What follows belongs to an exercise in optimizing a design on an open flow for small area; a production flow would make more cautious choices.

lane 5:
==> module StepCalculatorDataflow, before the edit <==
module StepCalculatorDataflow (
    input wire clk,
    input wire rst,
    input wire [7:0] hr_input,
    input wire [2:0] steps_per_second,
    input wire [7:0] stride_length,
    input wire valid_input,
    output wire [15:0] total_steps,
    output wire [31:0] total_distance,
    output wire [31:0] distance_per_second,
    output wire [7:0] time_elapsed,
    output wire [1:0] heart_rate_classification,
    output wire [7:0] max_heart_rate,
    output wire [31:0] total_calories,
    output wire [31:0] average_heart_rate,
    output wire [1:0] workout_intensity,
    output wire [15:0] speed
);
    reg [6:0] k;         
    reg z;               
    reg flag;            
    reg clr;             
    wire start = valid_input | z;    
    wire busy = (k != 7'd0);
    always @(posedge clk or posedge rst) begin
        if (rst) begin
            k <= 7'd0;
            z <= 1'b1;
            flag <= 1'b0;
        end else begin
            if (start) begin
                k <= 7'd1;
                z <= 1'b0;
            end else if (busy) begin
                k <= k + 7'd1;
            end
            if (k == 7'd127 && !clr)
                flag <= 1'b1;
        end
    end
    always @(posedge clk)
        if (start) clr <= ~valid_input;
    wire ph_a  = start | (busy && k[6:5] == 2'd0);
    wire ph_b  = (k[6:5] == 2'd1);
    wire ph_b6 = ph_b && !(k[4:3] == 2'b11 && k[2:1] != 2'b00);    
    wire ph_c  = (k[6:5] == 2'd2);
    wire ph_ts = ph_c && !k[4];
    wire ph_d  = (k[6:5] == 2'd3);
    wire ph_te = ph_d && (k[4:3] == 2'd0);
    wire [4:0] ki = k[4:0];                  
    wire ix0 = (ki == 5'd0);
    reg [7:0] h;         
    reg [2:0] s;         
    always @(posedge clk) begin
        if (valid_input)
            h <= hr_input;
        else
            h <= {h[0], h[7:1]};
        if (valid_input) s <= steps_per_second;
    end
    wire [2:0] s_e = clr ? 3'd0 : s;
    reg [7:0] mx;
    reg hr_gt;
    integer gi;
    always @(*) begin
        hr_gt = 1'b0;
        for (gi = 0; gi < 8; gi = gi + 1)
            hr_gt = (hr_input[gi] & ~mx[gi]) | (~(hr_input[gi] ^ mx[gi]) & hr_gt);
    end
    always @(posedge clk or posedge rst) begin
        if (rst) mx <= 8'd0;
        else if (valid_input && hr_gt) mx <= hr_input;
    end
    reg [15:0] ts;
    reg [31:0] td;
    reg [31:0] sum;
    reg [31:0] avg;
    reg [19:0] cal;
    reg [15:0] spd;
    reg [7:0] te;
    reg [7:0] r;
    wire div_first = start | (ph_b & ix0) | (ph_c & ix0);
    wire td_rd  = start ? td[31] : td[{~k[3:0], 1'b1}];
    wire sum_rd = sum[{~k[3:0], 1'b1}];
    wire n_in = ph_a ? td_rd : (ph_c ? sum_rd : avg[31]);
    wire [7:0] dv = ph_b ? 8'd125 : te;
    wire [8:0] x9 = {(div_first ? 8'd0 : r), n_in};
    wire [10:0] df = {1'b0, x9, 1'b1} + {1'b0, 1'b1, ~dv, ~ph_c};
    wire q = df[10];
    always @(posedge clk)
        r <= q ? df[8:1] : x9[7:0];
    wire spd_ok = flag & (te != 8'd0);
    wire avg_ok = flag & (te != 8'd255);
    reg [7:0] acc;
    reg [3:0] xd;
    reg pb;
    wire a_in = avg[0] & flag;
    wire [8:0] msum = {1'b0, start ? 8'd0 : acc} + {1'b0, a_in ? te : 8'd0};
    wire x_t = msum[0];
    wire x_d = ~start & (k[4:2] != 3'd0) & xd[3];
    wire b_e = ~start & pb;
    wire p_t = x_d ^ x_t ^ b_e;
    wire b_n = (~x_d & (x_t | b_e)) | (x_t & b_e);
    always @(posedge clk) begin
        acc <= msum[8:1];
        xd <= {xd[2:0], x_t};
        pb <= b_n;
    end
    reg cts;
    wire s_bit = (ki == 5'd0) ? s_e[0] : (ki == 5'd1) ? s_e[1] : (ki == 5'd2) ? s_e[2] : 1'b0;
    wire [1:0] ts_add = (ts[0] & flag) + s_bit + (~ix0 & cts);
    always @(posedge clk) begin
        if (ph_ts) ts <= {ts_add[0], ts[15:1]};
        cts <= ts_add[1];
    end
    reg w1, w2;
    always @(posedge clk) begin
        w1 <= cal[19];
        w2 <= w1;
    end
    wire a0 = s_e[0] & cal[19] & (ki[4:3] == 2'd0);
    wire a1 = s_e[1] & w1 & (ki >= 5'd1) & (ki <= 5'd8);
    wire a2 = s_e[2] & w2 & (ki >= 5'd2) & (ki <= 5'd9);
    reg [1:0] ctd;
    wire [2:0] td_add = (td[0] & flag) + a0 + a1 + a2 + (ix0 ? 2'd0 : ctd);
    always @(posedge clk) begin
        if (ph_a)
            td <= {td[0], td[31:1]};
        else if (ph_b)
            td <= {td_add[0], td[31:1]};
        ctd <= td_add[2:1];
    end
    always @(posedge clk)
        if (ph_a) spd <= {spd[14:0], q & spd_ok};
    always @(posedge clk) begin
        if (ph_a)
            avg <= {p_t, avg[31:1]};
        else if (ph_b6 || ph_c)
            avg <= {avg[30:0], q & avg_ok};
    end
    always @(posedge clk) begin
        if (valid_input)
            cal[19:12] <= {stride_length[0], stride_length[1], stride_length[2], stride_length[3],
                           stride_length[4], stride_length[5], stride_length[6], stride_length[7]};
        else if (ph_b6)
            cal <= {cal[18:0], q};
    end
    reg csum;
    wire h_bit = h[1] & ph_te & ~clr;
    wire [1:0] sum_add = (sum[0] & flag) + h_bit + (~ix0 & csum);
    always @(posedge clk) begin
        if (ph_c)
            sum <= {sum[0], sum[31:1]};
        else if (ph_d)
            sum <= {sum_add[0], sum[31:1]};
        csum <= sum_add[1];
    end
    reg cte;
    wire cte_e = ix0 | cte;
    always @(posedge clk) begin
        if (ph_te) te <= {flag & (te[0] ^ cte_e), te[7:1]};
        cte <= te[0] & cte_e;
    end
    assign total_steps = ts;
    assign total_distance = td;
    assign distance_per_second = 32'd0;
    assign time_elapsed = te;
    assign max_heart_rate = mx;
    assign total_calories = {12'd0, cal};
    assign average_heart_rate = avg;
    assign speed = spd;
    localparam [255:0] M_HR1 = 256'hffffffffffffffffffffffffff80000000000000000000000000000000000000;    
    localparam [255:0] M_HR2 = 256'hffffffffffffffffffe000000000000000000000000000000000000000000000;    
    localparam [255:0] M_AV1 = 256'hffffffffffffffffffffffffffffffffff000000000000000000000000000000;    
    localparam [255:0] M_AV2 = 256'hfffffffffffffffffffffffe0000000000000000000000000000000000000000;    
    wire hr1 = M_HR1[hr_input];
    wire hr2 = M_HR2[hr_input];
    assign heart_rate_classification = {hr2, hr1 & ~hr2};
    wire av_hi = |avg[31:8];
    wire av1 = av_hi | M_AV1[avg[7:0]];
    wire av2 = av_hi | M_AV2[avg[7:0]];
    assign workout_intensity = {av2, av1 & ~av2};
endmodule
==> flow/config.mk <==
export PLATFORM = sky130hd
export DESIGN_NAME = StepCalculatorDataflow
export DESIGN_NICKNAME = StepCalculatorDataflow
export VERILOG_FILES = /design/flow/design.v
export SDC_FILE = /design/flow/constraint.sdc
export NUM_CORES = 4
export LEC_CHECK = 0
export CAP_MARGIN = 20
export CORE_MARGIN = 2
export CORE_UTILIZATION = 40
export SLEW_MARGIN = 20
==> flow/constraint.sdc <==
create_clock -name core_clock -period 90.0 [get_ports {clk}]
set_input_delay 18.0000 -clock core_clock [delete_from_list [all_inputs] [get_ports {clk}]]
set_output_delay 18.0000 -clock core_clock [all_outputs]
set_load 0.01 [all_outputs]
standard.sh (not shown) runs the stock make flow with config.mk's settings and CLKGATE_MAP_FILE= SYNTH_SCRIPT=/design/flow/synth_recipe.tcl, a recipe that flattens the netlist after the stock synthesis.
==> flow/flow/run.sh <==
#!/bin/bash
# Standard ORFS layout (the standard.sh) with a few extra ORFS settings
# from flow/extra.mk: smaller port buffers, no CTS dummy loads.
set -euo pipefail
HERE=$(pwd)
{ echo "include $HERE/config.mk"; cat "$HERE/flow/extra.mk"; } > "$HERE/my_config.mk"
sed "s#DESIGN_CONFIG=[^ ]*#DESIGN_CONFIG=$HERE/my_config.mk#" standard.sh > my_standard.sh
bash my_standard.sh > standard.log 2>&1
==> flow/flow/extra.mk <==
export BUFFER_PORTS_ARGS = -buffer_cell sky130_fd_sc_hd__buf_1
export CTS_ARGS = -sink_clustering_enable -repair_clock_nets -dont_use_dummy_load -buf_list sky130_fd_sc_hd__clkbuf_8 -sink_clustering_size 16 -sink_clustering_max_diameter 80
export SKIP_REPAIR_TIE_FANOUT = 1
The following lists how lane 3 was set up differently from lane 5:
diff --git a/flow/design.v b/flow/design.v
--- a/flow/design.v
+++ b/flow/design.v
@@ -59,18 +59,18 @@
         if (valid_input) s <= steps_per_second;
     end
     wire [2:0] s_e = clr ? 3'd0 : s;
     reg [7:0] mx;
-    reg hr_gt;
-    integer gi;
-    always @(*) begin
-        hr_gt = 1'b0;
-        for (gi = 0; gi < 8; gi = gi + 1)
-            hr_gt = (hr_input[gi] & ~mx[gi]) | (~(hr_input[gi] ^ mx[gi]) & hr_gt);
-    end
-    always @(posedge clk or posedge rst) begin
-        if (rst) mx <= 8'd0;
-        else if (valid_input && hr_gt) mx <= hr_input;
+    reg gt;
+    wire ph_mx  = (k[6:4] == 3'b100);
+    wire ph_cmp = (k[6:3] == 4'b1000);
+    wire m_b = mx[0] & flag;
+    wire h_b = h[1] & ~clr;
+    always @(posedge clk) begin
+        if (ph_cmp)
+            gt <= (h_b & ~m_b) | (~(h_b ^ m_b) & ~ix0 & gt);
+        if (ph_mx)
+            mx <= {ph_cmp ? mx[0] : (gt ? h_b : m_b), mx[7:1]};
     end
     reg [15:0] ts;
     reg [31:0] td;
     reg [31:0] sum;
@@ -145,9 +145,9 @@
         else if (ph_b6)
             cal <= {cal[18:0], q};
     end
     reg csum;
-    wire h_bit = h[1] & ph_te & ~clr;
+    wire h_bit = h_b & ph_te;
     wire [1:0] sum_add = (sum[0] & flag) + h_bit + (~ix0 & csum);
     always @(posedge clk) begin
         if (ph_c)
             sum <= {sum[0], sum[31:1]};
### Flow results
Taking lane 5 as the reference, in lane 3 first-iteration DRC count rose 108; achievable frequency about even; transition at the pin with the smallest max-transition slack fell 0.026 ns; sequential share of layout area rose 1.6 points. Height of the die, lane 3 and lane 5, lower one = lane 3. The overall routing resource usage in lane 3 sits 0.25 points above the value recorded for lane 5. The global-route wire length before repair number comes out higher for lane 3 vs lane 5.
No run of this note included a check of the RTL's function; only the layout flow was run.

-- re-timing with driven ports --
No port has a modelled driver above. Below, the same layouts with a new extraction and two added sets of constraints.
Step 1: set_driving_cell puts a clkbuf_16 on clk and a buf_2 on each other input, an assumption about the parent block.
Step 2 times the ports against the registers' clock, not the clock port: input delays grow and output delays shrink by t, the midpoint of the rising clock arrivals with the driver on.
Three values: ideal ports, drivers, drivers and shift; two values: the first two.
run | shift t [ns] | slack for setup (ns) | hold WS [ns] | cell pins on the clock port's net
lane 5 | 0.543 | 53.114 / 53.094 / 53.094 | 0.336 / 0.336 / 0.336 | 1
lane 3 | 0.542 | 53.088 / 53.061 / 53.061 | 0.342 / 0.342 / 0.342 | 1
After both steps setup and hold are still met in every run listed. The setup slack of lane 3, which loses most, moves by -0.027 ns with the drivers and by -0.027 ns with both steps.
